Source: an optimization exercise on an open RTL-to-GDS flow (aim: small area). Production flows keep margins and buffers that such runs may drop.
The RTL was checked by simulation tests, not by an equivalence proof against the original design.
Power and IR drop assume default switching activity.

## flow/run.sh

```bash
#!/bin/bash
# Layout flow: the standard ORFS flow (standard.sh), with
#  - port buffers of the smallest buffer cell instead of clkdlybuf4s50_1,
#  - clock tree synthesis without dummy loads and with small clock buffers.
# Each tool's output goes to the ORFS logs under orfs/logs; make's own output
# goes to flow_make.log in this folder.
set -euo pipefail
export BUFFER_PORTS_ARGS="-buffer_cell sky130_fd_sc_hd__buf_1"
export CTS_ARGS="-sink_clustering_enable -repair_clock_nets -dont_use_dummy_load -buf_list sky130_fd_sc_hd__clkbuf_4 -root_buf sky130_fd_sc_hd__clkbuf_8 -sink_clustering_size 20 -sink_clustering_max_diameter 300"
bash standard.sh > flow_make.log 2>&1
```

## standard.sh

```bash
#!/bin/bash
# synth_recipe.tcl (not shown) runs the flow's synth.tcl, then flattens the netlist and writes it again
# the make line also repeats each setting of config.mk as NAME=value (left out here)
make -C /OpenROAD-flow-scripts/flow DESIGN_CONFIG=/design/flow/config.mk WORK_HOME=/design/flow/orfs CLKGATE_MAP_FILE= SYNTH_SCRIPT=/design/flow/synth_recipe.tcl "${@:-finish}"
```

## config.mk

```make
export PLATFORM = sky130hd
export DESIGN_NAME = udma_i2c_control
export DESIGN_NICKNAME = udma_i2c_control
export VERILOG_FILES = /design/flow/design.v
export SDC_FILE = /design/flow/constraint.sdc
export NUM_CORES = 4
export LEC_CHECK = 0
export CAP_MARGIN = 20
export CORE_MARGIN = 2
export CORE_UTILIZATION = 40
export SLEW_MARGIN = 20
```

## constraint.sdc

```tcl
create_clock -name core_clock -period 5.0 [get_ports {clk_i}]
set_input_delay 1.0000 -clock core_clock [delete_from_list [all_inputs] [get_ports {clk_i}]]
set_output_delay 1.0000 -clock core_clock [all_outputs]
set_load 0.01 [all_outputs]
```

## design.v

```verilog
module udma_i2c_bus_ctrl
(
    input  logic            clk_i,
    input  logic            rstn_i,
    input  logic            sw_rst_i,
    input  logic     [15:0] clk_cnt_i,
    input  logic     [ 2:0] cmd_i,
    input  logic            cmd_valid_i,
    output logic            cmd_ack_o,
    output logic            busy_o,
    output logic            al_o,
    output logic            al_rise_o,
    input  logic            din_i,
    output logic            dout_o,
    input  logic            scl_i,
    output logic            scl_oe,
    input  logic            sda_i,
    output logic            sda_oe
);
    logic [ 1:0] r_sync_scl;
    logic [ 1:0] r_sync_sda;
    logic [ 2:0] r_filter_scl, r_filter_sda;
    logic        sSCL, sSDA;
    logic        dSCL, dSDA;
    logic        dscl_oe;
    logic        sda_chk;
    logic        clk_en;
    logic        slave_wait;
    logic [15:0] cnt;
    logic [13:0] r_filter_cnt;
    logic        scl_sync;
    logic        ddSDA;
    logic        r_start;
    logic        r_stop;
    logic [ 2:0] r_type;
    logic [ 1:0] r_phase;
    logic        s_idle;
    logic        s_fz;
    assign s_idle    = (r_type == 3'd0);
    assign cmd_ack_o = s_idle & (r_phase == 2'd1);
    assign al_rise_o = al_o & ~(s_idle & (r_phase == 2'd0));
    always_ff @(posedge clk_i, negedge rstn_i)
      if (!rstn_i)
        dscl_oe <= 1'b0;
      else
        dscl_oe <= scl_oe;
    always_ff @(posedge clk_i or negedge rstn_i)
      if (!rstn_i)
        slave_wait <= 1'b0;
      else if (sw_rst_i)
        slave_wait <= 1'b0;
      else
        slave_wait <= (~scl_oe & dscl_oe & ~sSCL) | (slave_wait & ~sSCL);
    assign scl_sync = dSCL & ~sSCL & ~scl_oe;
    always_ff @(posedge clk_i or negedge rstn_i)
      if (!rstn_i)
      begin
          cnt    <= 16'h0;
          clk_en <= 1'b1;
      end
      else if (sw_rst_i)
      begin
          cnt    <= 16'h0;
          clk_en <= 1'b1;
      end
      else if (~|cnt || scl_sync)
      begin
          cnt    <= clk_cnt_i;
          clk_en <= 1'b1;
      end
      else
      begin
          cnt    <= cnt - {15'h0, ~slave_wait};
          clk_en <= 1'b0;
      end
    always_ff @(posedge clk_i or negedge rstn_i)
      if (!rstn_i)
      begin
          r_sync_scl <= 2'b00;
          r_sync_sda <= 2'b00;
      end
      else if (sw_rst_i)
      begin
          r_sync_scl <= 2'b00;
          r_sync_sda <= 2'b00;
      end
      else
      begin
          r_sync_scl <= {r_sync_scl[0],scl_i};
          r_sync_sda <= {r_sync_sda[0],sda_i};
      end
    assign s_fz = ~|r_filter_cnt;
    always_ff @(posedge clk_i or negedge rstn_i)
      if (!rstn_i)
        r_filter_cnt <= 14'h0;
      else if (sw_rst_i)
        r_filter_cnt <= 14'h0;
      else if (s_fz)
        r_filter_cnt <= clk_cnt_i[15:2];
      else
        r_filter_cnt <= r_filter_cnt - 14'h1;
    always_ff @(posedge clk_i or negedge rstn_i)
      if (!rstn_i)
      begin
          r_filter_scl <= 3'b111;
          r_filter_sda <= 3'b111;
      end
      else if (sw_rst_i)
      begin
          r_filter_scl <= 3'b111;
          r_filter_sda <= 3'b111;
      end
      else if (s_fz)
      begin
          r_filter_scl <= {r_filter_scl[1:0],r_sync_scl[1]};
          r_filter_sda <= {r_filter_sda[1:0],r_sync_sda[1]};
      end
    always_ff @(posedge clk_i or negedge rstn_i)
      if (!rstn_i)
      begin
          sSCL  <= 1'b1;
          sSDA  <= 1'b1;
          dSCL  <= 1'b1;
          dSDA  <= 1'b1;
          ddSDA <= 1'b1;
      end
      else if (sw_rst_i)
      begin
          sSCL  <= 1'b1;
          sSDA  <= 1'b1;
          dSCL  <= 1'b1;
          dSDA  <= 1'b1;
          ddSDA <= 1'b1;
      end
      else
      begin
          sSCL <= (r_filter_scl[2] & r_filter_scl[1]) | (r_filter_scl[1] & r_filter_scl[0]) | (r_filter_scl[2] & r_filter_scl[0]);
          sSDA <= (r_filter_sda[2] & r_filter_sda[1]) | (r_filter_sda[1] & r_filter_sda[0]) | (r_filter_sda[2] & r_filter_sda[0]);
          dSCL <= sSCL;
          dSDA <= sSDA;
          ddSDA <= dSDA;
      end
    assign r_start = ~dSDA &  ddSDA & dSCL;
    assign r_stop  =  dSDA & ~ddSDA & dSCL;
    always_ff @(posedge clk_i or negedge rstn_i)
      if (!rstn_i)
        busy_o <= 1'b0;
      else if (sw_rst_i)
        busy_o <= 1'b0;
      else
        busy_o <= (r_start | busy_o) & ~r_stop;
    always_ff @(posedge clk_i or negedge rstn_i)
      if (!rstn_i)
        al_o <= 1'b0;
      else if (sw_rst_i)
        al_o <= 1'b0;
      else
        al_o <= (sda_chk & ~sSDA & ~sda_oe) |
                (~s_idle & (r_type != 3'b010) & r_stop);
    always_ff @(posedge clk_i, negedge rstn_i)
      if (!rstn_i)
        dout_o <= 1'b1;
      else if (sSCL & ~dSCL)
        dout_o <= sSDA;
    always_ff @(posedge clk_i or negedge rstn_i)
      if (!rstn_i)
      begin
          r_type  <= 3'd0;
          r_phase <= 2'd0;
          scl_oe  <= 1'b0;
          sda_oe  <= 1'b0;
          sda_chk <= 1'b0;
      end
      else if (al_o || sw_rst_i)
      begin
          r_type  <= 3'd0;
          r_phase <= 2'd0;
          scl_oe  <= 1'b0;
          sda_oe  <= 1'b0;
          sda_chk <= 1'b0;
      end
      else if (s_idle)
      begin
          if (cmd_valid_i)
            r_type <= cmd_i;
          r_phase <= 2'd0;
          sda_chk <= 1'b0;
      end
      else
      begin
          if (clk_en)
          begin
            if (r_phase == 2'd3)
            begin
              r_type  <= 3'd0;
              r_phase <= 2'd1;
            end
            else
              r_phase <= r_phase + 2'd1;
          end
          sda_chk <= 1'b0;
          case (r_type)
            3'b001:
            begin
              if (r_phase != 2'd0)
                scl_oe <= (r_phase == 2'd3);
              sda_oe <= r_phase[1];
            end
            3'b010:
            begin
              scl_oe <= (r_phase == 2'd0);
              sda_oe <= (r_phase != 2'd3);
            end
            3'b011:
            begin
              scl_oe  <= (r_phase == 2'd0) || (r_phase == 2'd3);
              sda_oe  <= ~din_i;
              sda_chk <= (r_phase == 2'd2);
            end
            3'b100:
            begin
              scl_oe <= (r_phase == 2'd0) || (r_phase == 2'd3);
              sda_oe <= 1'b0;
            end
            default:
            begin
              scl_oe <= 1'b0;
              sda_oe <= 1'b0;
            end
          endcase
      end
endmodule
module udma_i2c_control
(
	input  logic                      clk_i,
	input  logic                      rstn_i,
	input  logic                [3:0] ext_events_i,
	input  logic                [7:0] data_tx_i,
	input  logic                      data_tx_valid_i,
	output logic                      data_tx_ready_o,
	output logic                [7:0] data_rx_o,
	output logic                      data_rx_valid_o,
	input  logic                      data_rx_ready_i,
	input  logic                      sw_rst_i,
	output logic                      busy_o,
	output logic                      al_o,
	output logic                      eot_o,
	output logic                      ack_no,
	output logic                      err_o,
	input  logic                      scl_i,
	output logic                      scl_o,
	output logic                      scl_oe,
	input  logic                      sda_i,
	output logic                      sda_o,
	output logic                      sda_oe,
    input  logic [31:0] udma_cmd_i,
    input  logic udma_cmd_valid_i,
    output logic udma_cmd_ready_o
);
    typedef enum logic [3:0] {
        ST_WAIT_IN_CMD = 4'd0,
        ST_WAIT_EV     = 4'd1,
        ST_DONE_SS     = 4'd2,
        ST_DONE_WAIT   = 4'd3,
        ST_READ        = 4'd4,
        ST_WRITE       = 4'd5,
        ST_WRITE_BYTE  = 4'd6,
        ST_STORE_DATA  = 4'd7,
        ST_SKIP_CMD    = 4'd8,
        ST_GET_DATA    = 4'd9,
        ST_GET_WAIT    = 4'd10,
        ST_GET_RPT     = 4'd11,
        ST_GET_CFG     = 4'd12
    } state_t;
    state_t CS, NS;
    logic [15:0] r_arg;
    logic [15:0] r_rpt_num;
    logic [15:0] r_div_num;
    logic  [7:0] r_data;
    logic        r_busy;
    logic        s_busy;
    logic        s_al;
    logic        s_al_rise;
    logic        s_done;
    logic        s_dout;
    logic        s_din;
    logic  [2:0] s_bus_cmd;
    logic        s_bus_cmd_valid;
    logic  [3:0] s_op;
    logic        s_take;
    logic        s_is_rd;
    logic        s_arg_dec;
    logic        s_arg_bits;
    logic        s_shift;
    logic        s_data_tx;
    logic        s_data_wrb;
    logic        s_rpt_load;
    logic        s_rpt_dec;
    logic        s_rpt_clr;
    logic        s_div_load;
    logic        s_bits_z;
    logic        s_bits_one;
    logic        s_wait_z;
    logic        s_rpt_z;
    logic        s_rpt_lo_z;
    logic        s_event;
    assign s_op    = udma_cmd_i[31:28];
    assign s_take  = udma_cmd_valid_i & (CS == ST_WAIT_IN_CMD);
    assign s_is_rd = (s_op == 4'b0100) | (s_op == 4'b0110);
    assign s_bits_z   = (r_arg[3:0] == 4'd0);
    assign s_bits_one = (r_arg[3:0] == 4'd1);
    assign s_wait_z   = s_bits_z & (r_arg[7:4] == 4'd0);
    assign s_rpt_lo_z = (r_rpt_num[7:0] == 8'd0);
    assign s_rpt_z    = s_rpt_lo_z & (r_rpt_num[15:8] == 8'd0);
    assign s_event = ext_events_i[r_arg[1:0]];
    assign busy_o = ~r_busy & s_busy;
    assign al_o   = s_al_rise;
    assign err_o  = busy_o | al_o;
    assign ack_no = (CS == ST_WRITE) & s_done & s_bits_z & s_dout;
    assign data_rx_o       = r_data;
    assign data_rx_valid_o = sw_rst_i | (CS == ST_STORE_DATA);
    assign data_tx_ready_o = sw_rst_i | (CS == ST_GET_DATA) | (CS == ST_SKIP_CMD);
    assign udma_cmd_ready_o = (CS == ST_WAIT_IN_CMD);
    assign eot_o = s_take & (s_op == 4'b1001);
    assign scl_o = 1'b0;
    assign sda_o = 1'b0;
    assign s_din = (CS == ST_READ) ? r_arg[4] : r_data[7];
    udma_i2c_bus_ctrl bus_controller (
        .clk_i      ( clk_i           ),
        .rstn_i     ( rstn_i          ),
        .sw_rst_i   ( sw_rst_i        ),
        .clk_cnt_i  ( r_div_num       ),
        .cmd_i      ( s_bus_cmd       ),
        .cmd_valid_i( s_bus_cmd_valid ),
        .cmd_ack_o  ( s_done          ),
        .busy_o     ( s_busy          ),
        .al_o       ( s_al            ),
        .al_rise_o  ( s_al_rise       ),
        .din_i      ( s_din           ),
        .dout_o     ( s_dout          ),
        .scl_i      ( scl_i           ),
        .scl_oe     ( scl_oe          ),
        .sda_i      ( sda_i           ),
        .sda_oe     ( sda_oe          )
    );
    always_comb
    begin
        NS              = CS;
        s_bus_cmd       = 3'b011;
        s_bus_cmd_valid = 1'b0;
        s_arg_dec       = 1'b0;
        s_arg_bits      = 1'b0;
        s_shift         = 1'b0;
        s_data_tx       = 1'b0;
        s_data_wrb      = 1'b0;
        s_rpt_load      = 1'b0;
        s_rpt_dec       = 1'b0;
        s_rpt_clr       = 1'b0;
        s_div_load      = 1'b0;
        case (CS)
            ST_WAIT_IN_CMD:
            begin
                if (udma_cmd_valid_i)
                begin
                    case (s_op)
                        4'b0000:
                        begin
                            s_bus_cmd       = 3'b001;
                            s_bus_cmd_valid = 1'b1;
                            NS = ST_DONE_SS;
                        end
                        4'b0010:
                        begin
                            s_bus_cmd       = 3'b010;
                            s_bus_cmd_valid = 1'b1;
                            NS = ST_DONE_SS;
                        end
                        4'b1010:    NS = ST_GET_WAIT;
                        4'b0001: NS = ST_WAIT_EV;
                        4'b0100, 4'b0110:
                        begin
                            s_bus_cmd       = 3'b100;
                            s_bus_cmd_valid = 1'b1;
                            NS = ST_READ;
                        end
                        4'b1000:      NS = ST_GET_DATA;
                        4'b0111:     NS = ST_WRITE_BYTE;
                        4'b1100:
                        begin
                            s_rpt_load = 1'b1;
                            NS = ST_GET_RPT;
                        end
                        4'b1110:     NS = ST_GET_CFG;
                        default:          ;
                    endcase
                end
            end
            ST_DONE_SS:
            begin
                if (s_done)
                    NS = ST_WAIT_IN_CMD;
            end
            ST_DONE_WAIT:
            begin
                if (s_done)
                begin
                    if (s_wait_z)
                        NS = ST_WAIT_IN_CMD;
                    else
                    begin
                        s_bus_cmd       = 3'b101;
                        s_bus_cmd_valid = 1'b1;
                        s_arg_dec       = 1'b1;
                    end
                end
            end
            ST_WAIT_EV:
            begin
                if (s_event)
                    NS = ST_WAIT_IN_CMD;
            end
            ST_READ:
            begin
                if (s_done)
                begin
                    if (s_bits_z)
                        NS = ST_STORE_DATA;
                    else
                    begin
                        s_bus_cmd       = s_bits_one ? 3'b011 : 3'b100;
                        s_bus_cmd_valid = 1'b1;
                        s_arg_dec       = 1'b1;
                        s_shift         = 1'b1;
                    end
                end
            end
            ST_STORE_DATA:
            begin
                if (data_rx_ready_i)
                begin
                    if (s_rpt_z)
                        NS = ST_WAIT_IN_CMD;
                    else
                    begin
                        s_bus_cmd       = 3'b100;
                        s_bus_cmd_valid = 1'b1;
                        s_arg_bits      = 1'b1;
                        s_rpt_dec       = 1'b1;
                        NS = ST_READ;
                    end
                end
            end
            ST_GET_DATA:
            begin
                if (data_tx_valid_i)
                begin
                    s_bus_cmd       = 3'b011;
                    s_bus_cmd_valid = 1'b1;
                    s_data_tx       = 1'b1;
                    s_arg_bits      = 1'b1;
                    NS = ST_WRITE;
                end
            end
            ST_SKIP_CMD:
            begin
                NS = ST_WAIT_IN_CMD;
            end
            ST_GET_RPT:
            begin
                if (s_rpt_lo_z)
                begin
                    s_rpt_clr = 1'b1;
                    NS = ST_SKIP_CMD;
                end
                else
                begin
                    s_rpt_dec = 1'b1;
                    NS = ST_WAIT_IN_CMD;
                end
            end
            ST_GET_CFG:
            begin
                s_div_load = 1'b1;
                NS = ST_WAIT_IN_CMD;
            end
            ST_GET_WAIT:
            begin
                s_bus_cmd       = 3'b101;
                s_bus_cmd_valid = 1'b1;
                NS = ST_DONE_WAIT;
            end
            ST_WRITE:
            begin
                if (s_done)
                begin
                    if (s_bits_z)
                    begin
                        if (s_rpt_z)
                            NS = ST_WAIT_IN_CMD;
                        else
                        begin
                            s_rpt_dec = 1'b1;
                            NS = ST_GET_DATA;
                        end
                    end
                    else
                    begin
                        s_bus_cmd       = s_bits_one ? 3'b100 : 3'b011;
                        s_bus_cmd_valid = 1'b1;
                        s_arg_dec       = 1'b1;
                        s_shift         = 1'b1;
                    end
                end
            end
            ST_WRITE_BYTE:
            begin
                s_bus_cmd       = 3'b011;
                s_bus_cmd_valid = 1'b1;
                s_data_wrb      = 1'b1;
                s_arg_bits      = 1'b1;
                NS = ST_WRITE;
            end
            default:
            begin
                NS = ST_WAIT_IN_CMD;
            end
        endcase
    end
    always_ff @(posedge clk_i)
        r_arg[15:8] <= udma_cmd_i[15:8];
    always_ff @(posedge clk_i)
    begin
        if (CS == ST_WAIT_IN_CMD)
        begin
            r_arg[7:5]  <= udma_cmd_i[7:5];
            r_arg[4]    <= s_is_rd ? udma_cmd_i[29] : udma_cmd_i[4];
            r_arg[3]    <= s_is_rd | udma_cmd_i[3];
            r_arg[2]    <= ~s_is_rd & udma_cmd_i[2];
            r_arg[1:0]  <= s_is_rd ? 2'b00 :
                           (s_op == 4'b0001) ? udma_cmd_i[25:24] : udma_cmd_i[1:0];
        end
        else if (s_arg_bits)
            r_arg[3:0] <= 4'd8;
        else
            r_arg[7:0] <= r_arg[7:0] - {7'd0, s_arg_dec};
    end
    always_ff @(posedge clk_i or negedge rstn_i)
    begin
        if (!rstn_i)
        begin
            CS        <= ST_WAIT_IN_CMD;
            r_rpt_num <= 16'h0;
            r_data    <= 8'h0;
            r_div_num <= 16'h100;
            r_busy    <= 1'b0;
        end
        else if (sw_rst_i)
        begin
            CS        <= ST_WAIT_IN_CMD;
            r_rpt_num <= 16'h0;
            r_data    <= 8'h0;
            r_div_num <= 16'h100;
            r_busy    <= 1'b0;
        end
        else
        begin
            CS     <= NS;
            r_busy <= s_busy;
            if (s_rpt_clr)
                r_rpt_num <= 16'h0;
            else if (s_rpt_load)
                r_rpt_num <= udma_cmd_i[15:0];
            else
                r_rpt_num <= r_rpt_num - {15'h0, s_rpt_dec};
            if (s_data_tx)
                r_data <= data_tx_i;
            else if (s_data_wrb)
                r_data <= r_arg[7:0];
            else if (s_shift)
                r_data <= {r_data[6:0], s_dout & (CS == ST_READ)};
            if (s_div_load)
                r_div_num <= r_arg;
        end
    end
endmodule
```

==> reports/qor.txt, run 1 <==
Post-CTS resize count: 0
Pwr Total: 3.09 mW
Largest net degree at the start of global routing: 78
Reg2Reg Depth: 12
Most common cell after layout, fill and taps aside: nor2_1
CP cell instances: or4_4, or4_4, nor3_1, nor3_1, nand2_1, nand2_1, ha_1, ha_1, nand2_1, or3_2, xor2_1, a211oi_1
Worst Hold End: r_div_num[8]
RSZ-0062 raised after global routing: no
Reg2reg setup slack: 1.47 ns
First drt pass iteration count: 5
Worst r2r src: r_rpt_num[9]
Syn_area_per_cell: 9.07 sq um
Peak supply drop: 190 uV
Max_slew headroom: 31.7%
Worst-path fanout max: 4
Chip height: 132 um
Worst-Skew Late Latency: 0.43 ns
Number of CTS-inserted buffers: 17
Count of cell types in the netlist: 61
CTS root buf: clkbuf_8
Grt peak-use layer: met2
PwrDens: 438 nW/um^2
WHS: 0.429 ns
Syn Std Cell Area: 6520 sq um
Synth Flop Type: dfrtp_1
Critical path arrival: 3.85 ns
Hpwl dp: 11.4 mm
Final Max Slew Viols: 0
Fmax: 283 MHz
Crit path time final: 3.53 ns
H-tree levels: 4
Initial core utilization: 41.0%
Vias in the first global route: 5394
Non-Filler Cell Area, Final: 7050 sq um
Sequential-to-total area share from yosys stat: 45.7%
Tightest Hold Check Type: reg2reg
Critical Path Max Stage Delay: 0.57 ns
FFs w/ async S/R, synth: 86.7%
Setup_tns: 0 ns
Final Instance Count excl. Fillers: 975
Max Cap Violations: 0
Total GRT Usage: 18.9%
Startpoint Class: register
Total grt overflow: 0
Reg clk slew, reported paths: 0.12 ns
R2r endpoint: r_rpt_num[10]
Vias per inst: 5.50
Post-route ant nets: 0
Dpl cell area: 6920 sq um
Max Clock Skew: 0.0452 ns
NumNets Final: 826
Min-Delay Startpoint: r_arg[8]
Status: no timing/DRC/antenna violations
Ant diodes: 0
Core Area: 15900 sq um
Placer Congestion: 0.879
Most frequent cells in the layout: nor2_1, dfrtp_1, nand2_1
Buffers on Ports: 59
Met2 Usage GRT: 31.5%
CTS tree: yes
Detailed-route DRC error count: 0
EDFF count, synth: 4
Initial antenna violation count: 0
Num rows: 46
Synth Register Bits: 120
GR Layer Usage met1: 24.4%
Drt wl/cell: 16.6 um
CP max-delay cell: or4_4
Setup crit end kind: register
Floorplan die width: 132 um
Syn Inst Count: 719
Placed cells: 958
CTS max path bufs: 2
Final wirelength: 16.2 mm
Met3 GRT Util: 4.36%
# hold bufs at CTS: 0
IO Pins: 72
P_leak: 2.93 nW
Critical Path RT: 5.31 ns
# Post-CTS Setup Buffers: 0
Synth warn: 2
Die area: 17300 sq um
Worst Max-Slew Pin Slew: 1.02 ns
WS Path Type: reg2reg
Final hold violation count: 0
1st-iter DRT viols: 326
Fin crit share: 70.7%
Hold path depth: 2
CTS sink cnt: 120
Fraction of layout cells with a size suffix above 1: 8.56%
Setup Viol. Count Final: 0
First-pass GRT wire length: 26.6 mm
CP most frequent cell: nand2_1
Area growth syn-to-layout: 8.12%
DR vias: 5361
-- stage by stage --
step | utilization, % | setup WS, ns
global placement | 43.5 | 1.65
detailed placement | 43.5 | 1.58
CTS | 44.4 | 1.50
floorplan | - | 2.13
finish | 44.4 | 1.47
global route | 44.4 | 1.31
-- power breakdown --
| part | internal [mW] | switching, mW | leakage, nW |
|---|---|---|---|
| Clock | 0.166 | 0.312 | 0.0808 |
| Combinational | 0.518 | 0.712 | 1.33 |
| Sequential | 1.16 | 0.218 | 1.52 |
| Total | 1.85 | 1.24 | 2.93 |
-- kinds of logic (layout without fill, tap and decap cells) --
| group | count (synthesis) | count (layout) | share of synthesized area, % |
|---|---|---|---|
| AO/OA/AOI/OAI | 146 | 146 | 15.6 |
| XOR/XNOR | 41 | 41 | 5.51 |
| adder cells (fa/ha/maj) | 13 | 13 | 2.49 |
| buffers and inverters | 65 | 104 | 3.86 |
| flip-flops | 120 | 120 | 45.7 |
| multiplexers | 26 | 26 | 4.22 |
| other | 1 | 2 | 0.0575 |
| AND/OR/NAND/NOR | 307 | 307 | 22.6 |
-- cell usage after synthesis (3+ instances only) --
cell / instances / area (sq um)
nor3_1: 34 / 170
a21oi_1: 41 / 205
nand3_1: 15 / 75.1
o21ai_0: 16 / 80.1
xnor2_1: 30 / 263
a211oi_1: 42 / 315
nor2b_1: 12 / 75.1
nand3b_1: 5 / 37.5
or2_2: 6 / 37.5
or3_1: 4 / 25.0
o22ai_1: 3 / 18.8
dfstp_2: 14 / 368
or4_1: 4 / 30.0
ha_1: 13 / 163
nand2_1: 80 / 300
mux2i_1: 23 / 230
o31ai_1: 5 / 37.5
nor2_1: 93 / 349
xor2_1: 11 / 96.3
o21bai_1: 4 / 30.0
dfxtp_1: 12 / 240
nor4_1: 18 / 113
inv_1: 21 / 78.8
a31oi_1: 4 / 25.0
a311oi_1: 4 / 35.0
o211ai_1: 7 / 52.6
a31o_2: 3 / 26.3
dfrtp_1: 90 / 2250
edfxtp_1: 4 / 120
clkbuf_1: 40 / 150
nand2b_1: 20 / 125
-- worst max path at each step --
stage / from / endpoint / slack (ns)
floorplan: r_rpt_num[9] / r_rpt_num[10] / 2.13
global placement: r_rpt_num[9] / r_rpt_num[10] / 1.65
detailed placement: r_rpt_num[9] / r_rpt_num[10] / 1.58
CTS: r_rpt_num[9] / r_rpt_num[10] / 1.50
global route: r_rpt_num[9] / r_rpt_num[10] / 1.31
finish: r_rpt_num[9] / r_rpt_num[10] / 1.47
-- layer usage --
metal,wire (um),vias up
met4,270,0
li1,-,2609
met2,7740,125
met1,7460,2603
met3,699,24
met5,0,-
-- state kept, by name, indices dropped and copies added, names as in the netlist, 2 cells and up --
| register | flops |
|---|---|
| bus_controller.r_sync_scl | 2 |
| r_div_num | 16 |
| bus_controller.r_type | 3 |
| bus_controller.r_sync_sda | 2 |
| r_data | 8 |
| bus_controller.r_filter_sda | 3 |
| r_arg | 16 |
| bus_controller.r_filter_cnt | 14 |
| bus_controller.cnt | 16 |
| bus_controller.r_phase | 2 |
| r_rpt_num | 16 |
| CS | 4 |
| bus_controller.r_filter_scl | 3 |
-- area by class of cell --
cell class / instances / area [sq um]
tap: 216 / 270
timing repair buffer: 66 / 279
multi-input combinational: 535 / 3310
fill: 1613 / 8840
clock buffer: 17 / 134
inverter: 21 / 78.8
sequential: 120 / 2980
-- worst max-delay path, delay by kind of cell, from the launching register on --
family	cells	cell delay [ns]
flip-flops	1	0.45
adder cells (fa/ha/maj)	2	0.46
XOR/XNOR	1	0.05
AND/OR/NAND/NOR	8	2.20
AO/OA/AOI/OAI	1	0.25
==> run 2, diff against run 1 <==
--- a/design.v
+++ b/design.v
@@ -5,6 +5,9 @@
     input  logic            sw_rst_i,
     input  logic     [15:0] clk_cnt_i,
-    input  logic     [ 2:0] cmd_i,
     input  logic            cmd_valid_i,
+    input  logic            bt_start_i,
+    input  logic            bt_stop_i,
+    input  logic            bt_write_i,
+    input  logic            bt_read_i,
     output logic            cmd_ack_o,
     output logic            busy_o,
@@ -33,9 +36,9 @@
     logic        r_start;
     logic        r_stop;
-    logic [ 2:0] r_type;
+    logic        r_act;
     logic [ 1:0] r_phase;
     logic        s_idle;
     logic        s_fz;
-    assign s_idle    = (r_type == 3'd0);
+    assign s_idle    = ~r_act;
     assign cmd_ack_o = s_idle & (r_phase == 2'd1);
     assign al_rise_o = al_o & ~(s_idle & (r_phase == 2'd0));
@@ -157,5 +160,5 @@
       else
         al_o <= (sda_chk & ~sSDA & ~sda_oe) |
-                (~s_idle & (r_type != 3'b010) & r_stop);
+                (r_act & ~bt_stop_i & r_stop);
     always_ff @(posedge clk_i, negedge rstn_i)
       if (!rstn_i)
@@ -166,5 +169,5 @@
       if (!rstn_i)
       begin
-          r_type  <= 3'd0;
+          r_act   <= 1'b0;
           r_phase <= 2'd0;
           scl_oe  <= 1'b0;
@@ -174,5 +177,5 @@
       else if (al_o || sw_rst_i)
       begin
-          r_type  <= 3'd0;
+          r_act   <= 1'b0;
           r_phase <= 2'd0;
           scl_oe  <= 1'b0;
@@ -182,6 +185,5 @@
       else if (s_idle)
       begin
-          if (cmd_valid_i)
-            r_type <= cmd_i;
+          r_act   <= cmd_valid_i;
           r_phase <= 2'd0;
           sda_chk <= 1'b0;
@@ -193,5 +195,5 @@
             if (r_phase == 2'd3)
             begin
-              r_type  <= 3'd0;
+              r_act   <= 1'b0;
               r_phase <= 2'd1;
             end
@@ -199,34 +201,26 @@
               r_phase <= r_phase + 2'd1;
           end
-          sda_chk <= 1'b0;
-          case (r_type)
-            3'b001:
-            begin
-              if (r_phase != 2'd0)
-                scl_oe <= (r_phase == 2'd3);
-              sda_oe <= r_phase[1];
-            end
-            3'b010:
-            begin
-              scl_oe <= (r_phase == 2'd0);
-              sda_oe <= (r_phase != 2'd3);
-            end
-            3'b011:
-            begin
-              scl_oe  <= (r_phase == 2'd0) || (r_phase == 2'd3);
-              sda_oe  <= ~din_i;
-              sda_chk <= (r_phase == 2'd2);
-            end
-            3'b100:
-            begin
-              scl_oe <= (r_phase == 2'd0) || (r_phase == 2'd3);
-              sda_oe <= 1'b0;
-            end
-            default:
-            begin
-              scl_oe <= 1'b0;
-              sda_oe <= 1'b0;
-            end
-          endcase
+          sda_chk <= bt_write_i & (r_phase == 2'd2);
+          if (bt_start_i)
+          begin
+            if (r_phase != 2'd0)
+              scl_oe <= (r_phase == 2'd3);
+            sda_oe <= r_phase[1];
+          end
+          else if (bt_stop_i)
+          begin
+            scl_oe <= (r_phase == 2'd0);
+            sda_oe <= (r_phase != 2'd3);
+          end
+          else if (bt_write_i | bt_read_i)
+          begin
+            scl_oe <= (r_phase == 2'd0) || (r_phase == 2'd3);
+            sda_oe <= bt_write_i & ~din_i;
+          end
+          else
+          begin
+            scl_oe <= 1'b0;
+            sda_oe <= 1'b0;
+          end
       end
 endmodule
@@ -285,9 +279,13 @@
     logic        s_dout;
     logic        s_din;
-    logic  [2:0] s_bus_cmd;
     logic        s_bus_cmd_valid;
     logic  [3:0] s_op;
     logic        s_take;
     logic        s_is_rd;
+    logic        s_is_rd_ss;
+    logic        s_bt_start;
+    logic        s_bt_stop;
+    logic        s_bt_write;
+    logic        s_bt_read;
     logic        s_arg_dec;
     logic        s_arg_bits;
@@ -308,4 +306,9 @@
     assign s_take  = udma_cmd_valid_i & (CS == ST_WAIT_IN_CMD);
     assign s_is_rd = (s_op == 4'b0100) | (s_op == 4'b0110);
+    assign s_is_rd_ss = ~udma_cmd_i[31] & ~udma_cmd_i[28];
+    assign s_bt_start = (CS == ST_DONE_SS) & ~r_arg[4];
+    assign s_bt_stop  = (CS == ST_DONE_SS) &  r_arg[4];
+    assign s_bt_write = ((CS == ST_READ) & s_bits_z) | ((CS == ST_WRITE) & ~s_bits_z);
+    assign s_bt_read  = ((CS == ST_WRITE) & s_bits_z) | ((CS == ST_READ) & ~s_bits_z);
     assign s_bits_z   = (r_arg[3:0] == 4'd0);
     assign s_bits_one = (r_arg[3:0] == 4'd1);
@@ -331,6 +334,9 @@
         .sw_rst_i   ( sw_rst_i        ),
         .clk_cnt_i  ( r_div_num       ),
-        .cmd_i      ( s_bus_cmd       ),
         .cmd_valid_i( s_bus_cmd_valid ),
+        .bt_start_i ( s_bt_start      ),
+        .bt_stop_i  ( s_bt_stop       ),
+        .bt_write_i ( s_bt_write      ),
+        .bt_read_i  ( s_bt_read       ),
         .cmd_ack_o  ( s_done          ),
         .busy_o     ( s_busy          ),
@@ -347,5 +353,4 @@
     begin
         NS              = CS;
-        s_bus_cmd       = 3'b011;
         s_bus_cmd_valid = 1'b0;
         s_arg_dec       = 1'b0;
@@ -366,5 +371,4 @@
                         4'b0000:
                         begin
-                            s_bus_cmd       = 3'b001;
                             s_bus_cmd_valid = 1'b1;
                             NS = ST_DONE_SS;
@@ -372,5 +376,4 @@
                         4'b0010:
                         begin
-                            s_bus_cmd       = 3'b010;
                             s_bus_cmd_valid = 1'b1;
                             NS = ST_DONE_SS;
@@ -380,5 +383,4 @@
                         4'b0100, 4'b0110:
                         begin
-                            s_bus_cmd       = 3'b100;
                             s_bus_cmd_valid = 1'b1;
                             NS = ST_READ;
@@ -409,5 +411,4 @@
                     else
                     begin
-                        s_bus_cmd       = 3'b101;
                         s_bus_cmd_valid = 1'b1;
                         s_arg_dec       = 1'b1;
@@ -428,5 +429,4 @@
                     else
                     begin
-                        s_bus_cmd       = s_bits_one ? 3'b011 : 3'b100;
                         s_bus_cmd_valid = 1'b1;
                         s_arg_dec       = 1'b1;
@@ -443,5 +443,4 @@
                     else
                     begin
-                        s_bus_cmd       = 3'b100;
                         s_bus_cmd_valid = 1'b1;
                         s_arg_bits      = 1'b1;
@@ -455,5 +454,4 @@
                 if (data_tx_valid_i)
                 begin
-                    s_bus_cmd       = 3'b011;
                     s_bus_cmd_valid = 1'b1;
                     s_data_tx       = 1'b1;
@@ -486,5 +484,4 @@
             ST_GET_WAIT:
             begin
-                s_bus_cmd       = 3'b101;
                 s_bus_cmd_valid = 1'b1;
                 NS = ST_DONE_WAIT;
@@ -506,5 +503,4 @@
                     else
                     begin
-                        s_bus_cmd       = s_bits_one ? 3'b100 : 3'b011;
                         s_bus_cmd_valid = 1'b1;
                         s_arg_dec       = 1'b1;
@@ -515,5 +511,4 @@
             ST_WRITE_BYTE:
             begin
-                s_bus_cmd       = 3'b011;
                 s_bus_cmd_valid = 1'b1;
                 s_data_wrb      = 1'b1;
@@ -534,5 +529,5 @@
         begin
             r_arg[7:5]  <= udma_cmd_i[7:5];
-            r_arg[4]    <= s_is_rd ? udma_cmd_i[29] : udma_cmd_i[4];
+            r_arg[4]    <= s_is_rd_ss ? udma_cmd_i[29] : udma_cmd_i[4];
             r_arg[3]    <= s_is_rd | udma_cmd_i[3];
             r_arg[2]    <= ~s_is_rd & udma_cmd_i[2];
==> flow/run.sh (replaced) <==
#!/bin/bash
# Layout flow: the standard ORFS flow (standard.sh) with three changes.
#  1. Synthesis: the same synthesis script (synth_recipe.tcl -> ORFS synth.tcl),
#     except that ABC maps the combinational logic with flow/area.abc (an
#     area-oriented script) instead of ORFS's delay-oriented abc_speed script.
#     Flip-flops are mapped before ABC runs, so registers, their names and
#     cell types are those of the standard synthesis.
#  2. Port buffers use the smallest buffer cell (buf_1).
#  3. Clock tree synthesis without dummy loads, with clkbuf_4 leaf buffers
#     and a clkbuf_8 root.
# The tools' logs are ORFS's own, under orfs/logs; make's output goes to
# flow_make.log, and the generated scripts stay in this folder.
set -euo pipefail
here=$(pwd)

# ORFS synth.tcl with the ABC script replaced
sed 's|^\(\s*\)log_cmd abc {\*}\$abc_args$|\1log_cmd abc -script $::env(MY_ABC_SCRIPT) {*}[lrange $abc_args 2 end]|' \
    "$FLOW_HOME/scripts/synth.tcl" > "$here/my_synth_core.tcl"
grep -q 'MY_ABC_SCRIPT' "$here/my_synth_core.tcl"

# The standard flow's synthesis wrapper, sourcing the script above
sed "s|source \$::env(SCRIPTS_DIR)/synth.tcl|source $here/my_synth_core.tcl|" \
    "$here/synth_recipe.tcl" > "$here/my_synth.tcl"
grep -q 'my_synth_core.tcl' "$here/my_synth.tcl"

# standard.sh, with the synthesis script above
sed "s|SYNTH_SCRIPT=[^ ]*|SYNTH_SCRIPT=$here/my_synth.tcl|" "$here/standard.sh" > "$here/my_standard.sh"
grep -q 'my_synth.tcl' "$here/my_standard.sh"

export MY_ABC_SCRIPT="$here/flow/area.abc"
export BUFFER_PORTS_ARGS="-buffer_cell sky130_fd_sc_hd__buf_1"
export CTS_ARGS="-sink_clustering_enable -repair_clock_nets -dont_use_dummy_load -buf_list sky130_fd_sc_hd__clkbuf_4 -root_buf sky130_fd_sc_hd__clkbuf_8 -sink_clustering_size 20 -sink_clustering_max_diameter 300"
bash "$here/my_standard.sh" > "$here/flow_make.log" 2>&1
==> flow/area.abc (new file) <==
strash
&get -n
&deepsyn -T 20
&put
dc2
&get -n
&st
&dch -f
&nf -a -R 1000
&put
==> reports/qor.txt, run 2 <==
Floorplan die width: 123 um (-7.0%)
DR vias: 4673 (-13%)
Critical Path RT: 5.27 ns (-0.04 ns)
Chip height: 123 um (-7.0%)
Worst-Skew Late Latency: 0.43 ns (about the same)
H-tree levels: 4 (unchanged)
Yosys top cell by area: dfrtp_1
Sequential-to-total area share from yosys stat: 52.2% (+6.4 points)
Max Cap Violations: 0 (unchanged)
Startpoint Class: register
Final hold violation count: 0 (unchanged)
Worst-path fanout max: 10 (+6)
CP max-delay cell: dfrtp_1
Levels on crit path: 11 (-1)
Worst Setup SP: CS[3]
Hpwl dp: 10.1 mm (-11%)
Drt wl/cell: 16.4 um (-1.4%)
Reg clk slew, reported paths: 0.11 ns (about the same)
R2r endpoint: r_rpt_num[13]
Buffers on Ports: 59 (unchanged)
Most frequent cells in the layout: nand2_1, dfrtp_1, buf_1
Area contributors post-synth: dfrtp_1, nand2_1, dfstp_2
PwrDens: 481 nW/um^2 (+9.8%)
Fin crit share: 72.5% (+1.8 points)
Count of cell types in the netlist: 47 (-23%)
Synth top area share: 39.2% (+4.7 points)
Core Area: 13800 sq um (-13%)
CTS sink cnt: 118 (-1.7%)
Vias per inst: 5.52 (+0.46%)
FFs w/ async S/R, synth: 86.4% (-0.23 points)
Fraction of layout cells with a size suffix above 1: 5.86% (-2.7 points)
Setup crit end kind: register
CTS root buf: clkbuf_8
Num rows: 43 (-6.5%)
CTS max path bufs: 2 (unchanged)
Syn Inst Count: 587 (-18%)
Synth Register Bits: 118 (-1.7%)
Vias in the first global route: 4561 (-15%)
Synth Flop Type: dfrtp_1
1st-iter DRT viols: 358 (+9.8%)
Non-Filler Cell Area, Final: 6230 sq um (-12%)
WS Path Type: reg2reg
Dpl cell area: 6090 sq um (-12%)
Final Instance Count excl. Fillers: 846 (-13%)
Most common cell after layout, fill and taps aside: nand2_1
Syn Std Cell Area: 5620 sq um (-14%)
CP cell instances: nand2b_1, nor3b_1, nand2_1, o211ai_1, ha_1, nand2_1, or3_1, or4_1, or3_1, a21oi_1, o21ai_0
Initial antenna violation count: 0 (unchanged)
EDFF count, synth: 4 (unchanged)
Initial core utilization: 40.8% (-0.26 points)
Synth warn: 2 (unchanged)
Setup Viol. Count Final: 0 (unchanged)
Total GRT Usage: 19.9% (+0.96 points)
IO Pins: 72 (unchanged)
# fillers: 1412 (-12%)
Peak supply drop: 272 uV (+44%)
Status: no timing/DRC/antenna violations
Buf/Inv on CP: 0 (unchanged)
Area growth syn-to-layout: 10.9%
Placer Congestion: 0.936 (+6.5%)
Post-CTS resize count: 0 (unchanged)
Ant diodes: 0 (unchanged)
First-pass GRT wire length: 22.9 mm (-14%)
Post-route ant nets: 0 (unchanged)
Detailed-route DRC error count: 0 (unchanged)
# hold bufs at CTS: 0 (unchanged)
Number of CTS-inserted buffers: 17 (unchanged)
Placed cells: 829 (-13%)
Worst r2r src: CS[3]
Worst Max-Slew Pin Slew: 1.03 ns (+0.00739 ns)
Critical Path Max Stage Delay: 0.51 ns (-0.06 ns)
Most frequent cells after synthesis: nand2_1, dfrtp_1, o21ai_0
Post-Place Worst Slack: 1.46 ns (-0.126 ns)
Die area: 15000 sq um (-13%)
Largest net degree at the start of global routing: 67 (-14%)
Crit path time final: 3.63 ns (+0.0921 ns)
Pwr Total: 3.00 mW (-3.0%)
Post-route setup slack: 1.37 ns (-0.0920 ns)
End of the critical path: r_rpt_num[13]
Crit path max-delay family: simple AND/OR/NAND/NOR gates
NumNets Final: 733 (-11%)
Reg2reg setup slack: 1.37 ns (-0.09 ns)
CTS tree: yes
Critical path arrival: 3.90 ns (+0.05 ns)
# Post-CTS Setup Buffers: 0 (unchanged)
Reg2Reg Depth: 11 (-1)
Setup_tns: 0 ns (unchanged)
RSZ-0062 raised after global routing: no
P_leak: 2.61 nW (-11%)
Final Max Slew Viols: 0 (unchanged)
Tightest Hold Check Type: reg2reg
First drt pass iteration count: 7 (+2)
Total grt overflow: 0 (unchanged)
Max_slew headroom: 31.0% (-0.75 points)
Final wirelength: 13.8 mm (-14%)
Max Clock Skew: 0.0429 ns (-0.00236 ns)
Syn_area_per_cell: 9.57 sq um (+5.5%)
Most frequent cell after synthesis: nand2_1
Fmax: 276 MHz (-2.5%)
-- run 2: changes by cell type in the layout (fill, tap and decap cells not counted), moves of 19 or more --
cell and change:
o21ai_0 +40, mux2i_1 -20, inv_1 -21, a211oi_1 -39
nand2_1 +19, a21oi_1 -19, nor2_1 -43, a22o_1 +20
clkinv_1 +20
-- run 2: where the power goes --
| part | switching (mW) | internal [mW] |
|---|---|---|
| registers | 0.266 | 1.19 |
| clock network | 0.291 | 0.166 |
| logic | 0.629 | 0.456 |
| total | 1.19 | 1.81 |
-- run 2: worst reg2reg max path, cell delays in order (launching register included) --
cell and delay, ns:
dfrtp_1 0.51, nand2b_1 0.33, nor3b_1 0.47, nand2_1 0.16, o211ai_1 0.23, ha_1 0.25, nand2_1 0.13, or3_1 0.41
or4_1 0.47, or3_1 0.32, a21oi_1 0.14, o21ai_0 0.08
-- run 2: worst min path at each step --
stage / startpoint / to / slack, ns / cells after the start
6_report: r_arg[8] / r_div_num[8] / 0.36 / 2
5_1_grt: r_arg[8] / r_div_num[8] / 0.41 / 2
4_1_cts: r_arg[8] / r_div_num[8] / 0.38 / 2
3_5_place_dp: r_arg[8] / r_div_num[8] / 0.38 / 2
3_3_place_gp: r_arg[8] / r_div_num[8] / 0.38 / 2
2_1_floorplan: r_arg[8] / r_div_num[8] / 0.37 / 2
-- run 2: cells by family after synthesis --
logic type      Yosys count  synth area share (%)
xor+xnor                 34                  5.30
flops                   118                  52.2
other cells               1                0.0668
buf+inv                  22                  1.60
compound gates          137                  15.8
fa+ha+maj                13                  2.90
mux                       4                 0.735
simple gates            258                  21.4
-- run 2: metal layers --
layer,wire (um),GRT usage [%],vias up
met5,0,0,-
met4,386,8.62,0
met3,882,6.13,27
met2,6310,29.7,152
met1,6260,26.7,2249
li1,-,-,2245
-- run 2: layout make-up --
type                    instances  area, sq um  share of cell area (%)
clock buffers                  17          134                    2.15
well taps                     180          225                    3.61
multi-input cells             448         2610                    41.9
repair buffers                 63          255                    4.10
inverters                      20         75.1                    1.20
flip-flops and latches        118         2930                    47.0
-- run 2: metrics by stage --
stage,hold WS [ns],util [%]
global route,0.408,45.2
CTS,0.377,45.2
floorplan,0.367,-
global placement,0.377,44.2
detailed placement,0.376,44.2
finish,0.363,45.2
==> run 3, diff against run 2 <==
--- a/design.v
+++ b/design.v
@@ -43,8 +43,5 @@
     assign cmd_ack_o = s_idle & (r_phase == 2'd1);
     assign al_rise_o = al_o & ~(s_idle & (r_phase == 2'd0));
-    always_ff @(posedge clk_i, negedge rstn_i)
-      if (!rstn_i)
-        dscl_oe <= 1'b0;
-      else
+    always_ff @(posedge clk_i)
         dscl_oe <= scl_oe;
     always_ff @(posedge clk_i or negedge rstn_i)
@@ -58,23 +55,13 @@
     always_ff @(posedge clk_i or negedge rstn_i)
       if (!rstn_i)
-      begin
-          cnt    <= 16'h0;
-          clk_en <= 1'b1;
-      end
+          cnt <= 16'h0;
       else if (sw_rst_i)
-      begin
-          cnt    <= 16'h0;
-          clk_en <= 1'b1;
-      end
+          cnt <= 16'h0;
       else if (~|cnt || scl_sync)
-      begin
-          cnt    <= clk_cnt_i;
-          clk_en <= 1'b1;
-      end
+          cnt <= clk_cnt_i;
       else
-      begin
-          cnt    <= cnt - {15'h0, ~slave_wait};
-          clk_en <= 1'b0;
-      end
+          cnt <= cnt - {15'h0, ~slave_wait};
+    always_ff @(posedge clk_i)
+        clk_en <= ~|cnt || scl_sync;
     always_ff @(posedge clk_i or negedge rstn_i)
       if (!rstn_i)
@@ -124,5 +111,4 @@
           sSCL  <= 1'b1;
           sSDA  <= 1'b1;
-          dSCL  <= 1'b1;
           dSDA  <= 1'b1;
           ddSDA <= 1'b1;
@@ -132,5 +118,4 @@
           sSCL  <= 1'b1;
           sSDA  <= 1'b1;
-          dSCL  <= 1'b1;
           dSDA  <= 1'b1;
           ddSDA <= 1'b1;
@@ -140,8 +125,12 @@
           sSCL <= (r_filter_scl[2] & r_filter_scl[1]) | (r_filter_scl[1] & r_filter_scl[0]) | (r_filter_scl[2] & r_filter_scl[0]);
           sSDA <= (r_filter_sda[2] & r_filter_sda[1]) | (r_filter_sda[1] & r_filter_sda[0]) | (r_filter_sda[2] & r_filter_sda[0]);
-          dSCL <= sSCL;
           dSDA <= sSDA;
           ddSDA <= dSDA;
       end
+    always_ff @(posedge clk_i)
+      if (sw_rst_i)
+        dSCL <= 1'b1;
+      else
+        dSCL <= sSCL;
     assign r_start = ~dSDA &  ddSDA & dSCL;
     assign r_stop  =  dSDA & ~ddSDA & dSCL;
@@ -523,4 +512,6 @@
     end
     always_ff @(posedge clk_i)
+        r_busy <= s_busy;
+    always_ff @(posedge clk_i)
         r_arg[15:8] <= udma_cmd_i[15:8];
     always_ff @(posedge clk_i)
@@ -548,5 +539,4 @@
             r_data    <= 8'h0;
             r_div_num <= 16'h100;
-            r_busy    <= 1'b0;
         end
         else if (sw_rst_i)
@@ -556,10 +546,8 @@
             r_data    <= 8'h0;
             r_div_num <= 16'h100;
-            r_busy    <= 1'b0;
         end
         else
         begin
             CS     <= NS;
-            r_busy <= s_busy;
             if (s_rpt_clr)
                 r_rpt_num <= 16'h0;
--- a/flow/run.sh
+++ b/flow/run.sh
@@ -4,5 +4,6 @@
 #     except that ABC maps the combinational logic with flow/area.abc (an
 #     area-oriented script) instead of ORFS's delay-oriented abc_speed script.
-#     Flip-flops are mapped before ABC runs, so registers, their names and
+#     Adders are left to ABC too (no extract_fa / adder techmap step).
+#     Flip-flops are mapped apart from both, so registers, their names and
 #     cell types are those of the standard synthesis.
 #  2. Port buffers use the smallest buffer cell (buf_1).
@@ -15,7 +16,9 @@
 
 # ORFS synth.tcl with the ABC script replaced
-sed 's|^\(\s*\)log_cmd abc {\*}\$abc_args$|\1log_cmd abc -script $::env(MY_ABC_SCRIPT) {*}[lrange $abc_args 2 end]|' \
+sed -e 's|^\(\s*\)log_cmd abc {\*}\$abc_args$|\1log_cmd abc -script $::env(MY_ABC_SCRIPT) {*}[lrange $abc_args 2 end]|' \
+    -e 's|^\(\s*\)\[env_var_exists_and_non_empty ADDER_MAP_FILE\] &&$|\10 \&\&|' \
     "$FLOW_HOME/scripts/synth.tcl" > "$here/my_synth_core.tcl"
 grep -q 'MY_ABC_SCRIPT' "$here/my_synth_core.tcl"
+grep -q '^\s*0 &&$' "$here/my_synth_core.tcl"
 
 # The standard flow's synthesis wrapper, sourcing the script above
==> flow/area.abc (replaced) <==
strash
&get -n
&deepsyn -T 20
&put
&get -n
&st
&dch -f
&nf -a -R 1000
&put
==> reports/qor.txt, run 3 <==
Status: no timing/DRC/antenna violations
Crit path time final: 3.49 ns (-0.133 ns)
Setup crit end kind: register
Sequential-to-total area share from yosys stat: 54.0% (+1.9 points)
Die area: 14400 sq um (-4.1%)
First drt pass iteration count: 5 (-2)
Total grt overflow: 0 (unchanged)
Final wirelength: 12.5 mm (-9.3%)
Area growth syn-to-layout: 11.0% (about the same)
Fraction of layout cells with a size suffix above 1: 5.71% (-0.14 points)
Max Cap Violations: 0 (unchanged)
Reg clk slew, reported paths: 0.10 ns (about the same)
FFs w/ async S/R, synth: 83.1% (-3.4 points)
Most frequent cell after synthesis: dfrtp_1
Initial antenna violation count: 0 (unchanged)
# Post-CTS Setup Buffers: 0 (unchanged)
Fin crit share: 69.9% (-2.7 points)
Critical Path RT: 5.32 ns (+0.05 ns)
Worst-path fanout max: 14 (+4)
Placer Congestion: 0.868 (-7.3%)
CTS root buf: clkbuf_8
Startpoint Class: register
# fillers: 1271 (-10%)
CTS tree: yes
Hpwl dp: 8.99 mm (-11%)
1st-iter DRT viols: 368 (+2.8%)
Final Max Slew Viols: 0 (unchanged)
Final hold violation count: 0 (unchanged)
DR vias: 4350 (-6.9%)
Initial core utilization: 40.8% (about the same)
Core Area: 13200 sq um (-4.2%)
Critical path arrival: 3.81 ns (-0.09 ns)
Most common cell after layout, fill and taps aside: dfrtp_1
Number of CTS-inserted buffers: 17 (unchanged)
Ant diodes: 0 (unchanged)
Tightest Hold Check Type: reg2reg
WS Path Type: reg2reg
Vias in the first global route: 4278 (-6.2%)
CTS max path bufs: 2 (unchanged)
Detailed-route DRC error count: 0 (unchanged)
Most frequent cells after synthesis: dfrtp_1, nor2_1, nand2_1
IO Pins: 72 (unchanged)
Setup_tns: 0 ns (unchanged)
Area contributors post-synth: dfrtp_1, dfxtp_1, dfstp_2
Synth warn: 2 (unchanged)
Final core area utilization: 45.3% (+0.065 points)
Max_slew headroom: 36.7% (+5.7 points)
Num rows: 42 (-2.3%)
Count of cell types in the netlist: 52 (+11%)
Total GRT Usage: 18.8% (-1.1 points)
WHS: 0.376 ns (+0.0125 ns)
# hold bufs at CTS: 0 (unchanged)
Max Clock Skew: 0.0302 ns (-0.0127 ns)
Synth Flop Type: dfrtp_1
CTS sink cnt: 118 (unchanged)
Worst-Skew Late Latency: 0.41 ns (-0.02 ns)
Syn_area_per_cell: 9.75 sq um (+1.9%)
P_leak: 2.46 nW (-5.9%)
EDFF count, synth: 4 (unchanged)
Drt wl/cell: 15.6 um (-4.8%)
Yosys top cell by area: dfrtp_1
Synth Register Bits: 118 (unchanged)
Syn Inst Count: 552 (-6.0%)
RSZ-0062 raised after global routing: no
Non-Filler Cell Area, Final: 5980 sq um (-4.1%)
Setup Viol. Count Final: 0 (unchanged)
Dpl cell area: 5830 sq um (-4.3%)
Fmax: 286 MHz (+3.8%)
Chip height: 120 um (-2.0%)
First-pass GRT wire length: 21.3 mm (-6.8%)
Floorplan die width: 120 um (-2.0%)
Largest net degree at the start of global routing: 76 (+13%)
Worst Max-Slew Pin Slew: 0.949 ns (-0.0822 ns)
Post-route ant nets: 0 (unchanged)
H-tree levels: 4 (unchanged)
Vias per inst: 5.40 (-2.3%)
Peak supply drop: 170 uV (-38%)
Synth top area share: 40.0% (+0.78 points)
Buffers on Ports: 59 (unchanged)
PwrDens: 447 nW/um^2 (-6.9%)
NumNets Final: 684 (-6.7%)
Post-CTS resize count: 0 (unchanged)
Syn Std Cell Area: 5380 sq um (-4.2%)
Most frequent cells in the layout: dfrtp_1, nor2_1, nand2_1
==> run 3: cell count changes after synthesis, sizes merged, moves of 6 or more <==
| cell | previous run | this run |
|---|---|---|
| a222oi | 7 | 0 |
| clkinv | 20 | 13 |
| ha | 13 | 0 |
| nand2 | 99 | 60 |
| nor2 | 51 | 72 |
| o21a | 1 | 7 |
| o21ai | 56 | 44 |
| o31ai | 1 | 13 |
| xnor2 | 24 | 17 |
==> run 3: worst paths after layout <==
check,to,start,slack (ns),cells past startpoint
worst max-delay path,bus_controller.r_filter_sda[0],bus_controller.r_filter_cnt[2],1.51,8
worst min-delay path,r_div_num[8],r_arg[8],0.38,2
worst min register to register,r_div_num[8],r_arg[8],0.38,2
max in group asynchronous,bus_controller.ddSDA,rstn_i,3.27,2
min in group asynchronous,bus_controller.r_sync_sda[1],rstn_i,0.73,1
worst max register to register,bus_controller.r_filter_sda[0],bus_controller.r_filter_cnt[2],1.51,8
==> run 3: kinds of logic (layout without fill, tap and decap cells) <==
kind of cell | after synthesis | after routing | synth area share [%]
AO/OA/AOI/OAI | 147 | 147 | 17.9
XOR/XNOR | 32 | 32 | 5.21
buffers and inverters | 15 | 92 | 1.19
flip-flops | 118 | 118 | 54.0
multiplexers | 4 | 4 | 1.02
other | 1 | 2 | 0.0697
AND/OR/NAND/NOR | 235 | 235 | 20.6
==> run 3: layout make-up <==
| type | instances | area, sq um | share of cell area, % |
|---|---|---|---|
| timing repair buffer | 62 | 249 | 4.17 |
| multi-input combinational | 420 | 2420 | 40.4 |
| tap | 176 | 220 | 3.68 |
| sequential | 118 | 2910 | 48.6 |
| clock buffer | 17 | 134 | 2.24 |
| inverter | 13 | 48.8 | 0.816 |
==> run 3: worst max-delay path, cell delays in order (launching register included) <==
cell	delay (ns)
dfrtp_1	0.41
or4_1	0.61
nor4_1	0.39
nand2b_1	0.21
nor4_1	0.36
nand2b_1	0.17
or3_1	0.55
or2_0	0.44
o22a_1	0.27
==> run 3: per-layer routing <==
metal	vias up	wire length (um)	share of wire (%)	track usage [%]
li1	2146	-	-	-
met4	0	151	1.2	5.00
met1	2104	5900	47	25.9
met2	84	5970	48	29.2
met5	-	0	0	0
met3	16	522	4.2	5.13
==> run 3: metrics by stage <==
stage	power [mW]	setup WS [ns]	instances
6_report	2.67	1.51	806
4_1_cts	2.70	1.50	805
2_1_floorplan	1.96	1.99	553
3_5_place_dp	2.23	1.54	788
3_3_place_gp	2.20	1.56	788
5_1_grt	2.88	1.12	806
==> run 3: power by group <==
part	internal, mW	leakage, nW	switching (mW)
clock network	0.167	0.0808	0.294
registers	1.14	1.48	0.218
logic	0.342	0.901	0.509
total	1.65	2.46	1.02
==> run 4, diff against run 3 <==
--- a/flow/run.sh
+++ b/flow/run.sh
@@ -33,4 +33,4 @@
 export MY_ABC_SCRIPT="$here/flow/area.abc"
 export BUFFER_PORTS_ARGS="-buffer_cell sky130_fd_sc_hd__buf_1"
-export CTS_ARGS="-sink_clustering_enable -repair_clock_nets -dont_use_dummy_load -buf_list sky130_fd_sc_hd__clkbuf_4 -root_buf sky130_fd_sc_hd__clkbuf_8 -sink_clustering_size 20 -sink_clustering_max_diameter 300"
+export CTS_ARGS="-repair_clock_nets -dont_use_dummy_load -buf_list sky130_fd_sc_hd__clkbuf_4 -root_buf sky130_fd_sc_hd__clkbuf_8"
 bash "$here/my_standard.sh" > "$here/flow_make.log" 2>&1
==> reports/qor.txt, run 4 <==
Internal power contribution: 1.65 mW (unchanged)
R2r endpoint: bus_controller.r_filter_sda[0]
Initial antenna violation count: 0 (unchanged)
EDFF count, synth: 4 (unchanged)
Num rows: 42 (unchanged)
End of the critical path: bus_controller.r_filter_sda[0]
Max_slew headroom: 36.7% (unchanged)
H-tree levels: 4 (unchanged)
Reg2Reg Depth: 8 (unchanged)
Final hold violation count: 0 (unchanged)
Switching power: 1.02 mW (unchanged)
Worst r2r src: bus_controller.r_filter_cnt[2]
Status: no timing/DRC/antenna violations
Critical Path Max Stage Delay: 0.61 ns (about the same)
Number of CTS-inserted buffers: 17 (unchanged)
Critical path arrival: 3.81 ns (about the same)
Most frequent cell after synthesis: dfrtp_1
Yosys top cell by area: dfrtp_1
Non-Filler Cell Area, Final: 5980 sq um (unchanged)
Post-CTS resize count: 0 (unchanged)
Final Max Slew Viols: 0 (unchanged)
Reg area: 2910 sq um (unchanged)
Max Clock Skew: 0.0302 ns (unchanged)
Worst-path fanout max: 14 (unchanged)
Synth warn: 2 (unchanged)
Post-Place Worst Slack: 1.54 ns (unchanged)
Detailed-route DRC error count: 0 (unchanged)
Pwr Total: 2.67 mW (unchanged)
Setup_tns: 0 ns (unchanged)
Floorplan die width: 120 um (unchanged)
Crit path time final: 3.49 ns (unchanged)
Most frequent cells in the layout: dfrtp_1, nor2_1, nand2_1
Synth Flop Type: dfrtp_1
Dpl cell area: 5830 sq um (unchanged)
Fmax: 286 MHz (unchanged)
Final Instance Count excl. Fillers: 806 (unchanged)
Vias per inst: 5.40 (unchanged)
# fillers: 1271 (unchanged)
CP cell instances: or4_1, nor4_1, nand2b_1, nor4_1, nand2b_1, or3_1, or2_0, o22a_1
Placer Congestion: 0.868 (unchanged)
Drt wl/cell: 15.6 um (unchanged)
Worst-Skew Late Latency: 0.41 ns (about the same)
First-pass GRT wire length: 21.3 mm (unchanged)
Final wirelength: 12.5 mm (unchanged)
Final core area utilization: 45.3% (unchanged)
Sequential-to-total area share from yosys stat: 54.0% (unchanged)
Total grt overflow: 0 (unchanged)
DR vias: 4350 (unchanged)
Area growth syn-to-layout: 11.0% (unchanged)
WS Path Type: reg2reg
Fraction of layout cells with a size suffix above 1: 5.71% (unchanged)
# Post-CTS Setup Buffers: 0 (unchanged)
Setup crit end kind: register
Startpoint Class: register
Hold path depth: 2 (unchanged)
PwrDens: 447 nW/um^2 (unchanged)
Worst Max-Slew Pin Slew: 0.949 ns (unchanged)
Largest net degree at the start of global routing: 76 (unchanged)
Comb power frac: 31.8% (about the same)
CP max-delay cell: or4_1
Reg2reg setup slack: 1.51 ns (about the same)
Most common cell after layout, fill and taps aside: dfrtp_1
Ant diodes: 0 (unchanged)
# hold bufs at CTS: 0 (unchanged)
Buffers on Ports: 59 (unchanged)
Chip height: 120 um (unchanged)
CTS max path bufs: 2 (unchanged)
Fin crit share: 69.9% (unchanged)
Core Area: 13200 sq um (unchanged)
Max Cap Violations: 0 (unchanged)
Setup Viol. Count Final: 0 (unchanged)
Worst Setup SP: bus_controller.r_filter_cnt[2]
Count of cell types in the netlist: 52 (unchanged)
Total GRT Usage: 18.8% (unchanged)
Placed cells: 788 (unchanged)
Syn Inst Count: 552 (unchanged)
IO Pins: 72 (unchanged)
CTS tree: yes
Critical Path RT: 5.32 ns (about the same)
RSZ-0062 raised after global routing: no
CTS sink cnt: 118 (unchanged)
Clock power share: 17.2% (about the same)
Area contributors post-synth: dfrtp_1, dfxtp_1, dfstp_2
Sw Ratio: 38.2% (unchanged)
Post-route ant nets: 0 (unchanged)
Post-route setup slack: 1.51 ns (unchanged)
Syn_area_per_cell: 9.75 sq um (unchanged)
1st-iter DRT viols: 368 (unchanged)
Vias in the first global route: 4278 (unchanged)
Initial core utilization: 40.8% (unchanged)
NumNets Final: 684 (unchanged)
WHS: 0.376 ns (unchanged)
Synth Register Bits: 118 (unchanged)
Hpwl dp: 8.99 mm (unchanged)
P_leak: 2.46 nW (unchanged)
Multi-input logic area: 2420 sq um (unchanged)
FFs w/ async S/R, synth: 83.1% (unchanged)
Syn Std Cell Area: 5380 sq um (unchanged)
Most frequent cells after synthesis: dfrtp_1, nor2_1, nand2_1
Synth top area share: 40.0% (unchanged)
Sequential share of power: 50.9% (about the same)
Peak supply drop: 170 uV (unchanged)
Die area: 14400 sq um (unchanged)
Reg clk slew, reported paths: 0.10 ns (about the same)
Tightest Hold Check Type: reg2reg
First drt pass iteration count: 5 (unchanged)
CTS root buf: clkbuf_8
run 4: cell counts after synthesis:
No cell type changed its count.
run 4: worst max-delay path, delay by kind of cell (launching register included):
family,cells,cell delay [ns]
DFF,1,0.41
and+or+nand+nor,7,2.73
AOI/OAI and AO/OA,1,0.27
run 4: area by class of cell:
class	count	share of cell area (%)
flip-flops and latches	118	48.6
well taps	176	3.68
clock buffers	17	2.24
multi-input cells	420	40.4
inverters	13	0.816
repair buffers	62	4.17
run 4: worst min-delay path by stage:
stage | start | endpoint
2_1_floorplan | bus_controller.busy_o | r_busy
3_3_place_gp | r_arg[8] | r_div_num[8]
3_5_place_dp | bus_controller.busy_o | r_busy
4_1_cts | r_arg[8] | r_div_num[8]
5_1_grt | r_arg[8] | r_div_num[8]
6_report | r_arg[8] | r_div_num[8]
run 4: per-layer routing:
metal	GRT usage [%]	part of all wire [%]	vias to the layer above
li1	-	-	2146
met2	29.2	48	84
met1	25.9	47	2104
met5	0	0	-
met3	5.13	4.2	16
met4	5.00	1.2	0
run 4: cells by family (layout without fill, tap and decap cells):
family	count (synthesis)	after routing	synth area share [%]
AND/OR/NAND/NOR	235	235	20.6
flip-flops	118	118	54.0
XOR/XNOR	32	32	5.21
buffers and inverters	15	92	1.19
other	1	2	0.0697
AO/OA/AOI/OAI	147	147	17.9
multiplexers	4	4	1.02
run 4: power groups by stage:
stage	Sequential (mW)	Clock, mW	Combinational, mW
4_1_cts	1.36	0.482	0.854
2_1_floorplan	1.30	0	0.654
3_3_place_gp	1.37	0	0.829
6_report	1.36	0.461	0.851
3_5_place_dp	1.38	0	0.848
5_1_grt	1.39	0.526	0.966

==> re-timing with driven ports <==
Ports are ideal in the flow. The routed layouts listed here were re-timed in OpenROAD.
Step 1, drivers: a clkbuf_16 drives clk_i and a buf_2 each remaining input, both assumed.
Step 2 times the ports against the registers' clock, not the clock port: input delays grow and output delays shrink by t, the midpoint of the rising clock arrivals with the driver on.
a / b / c = ideal ports / drivers / drivers and shift; a / b = the first two.
run | t, ns | slack for setup (ns) | clock arrival spread, ns | worst register clock-pin slew, ns
run 1 | 0.446 | 1.466 / 1.466 / 1.466 | 0.046 / 0.046 | 0.12 / 0.12
run 2 | 0.444 | 1.374 / 1.374 / 1.374 | 0.043 / 0.043 | 0.11 / 0.11
run 3 | 0.431 | 1.507 / 1.507 / 1.507 | 0.030 / 0.030 | 0.10 / 0.10
run 4 | 0.431 | 1.507 / 1.507 / 1.507 | 0.030 / 0.030 | 0.10 / 0.10
After both steps every run listed still meets setup and hold.
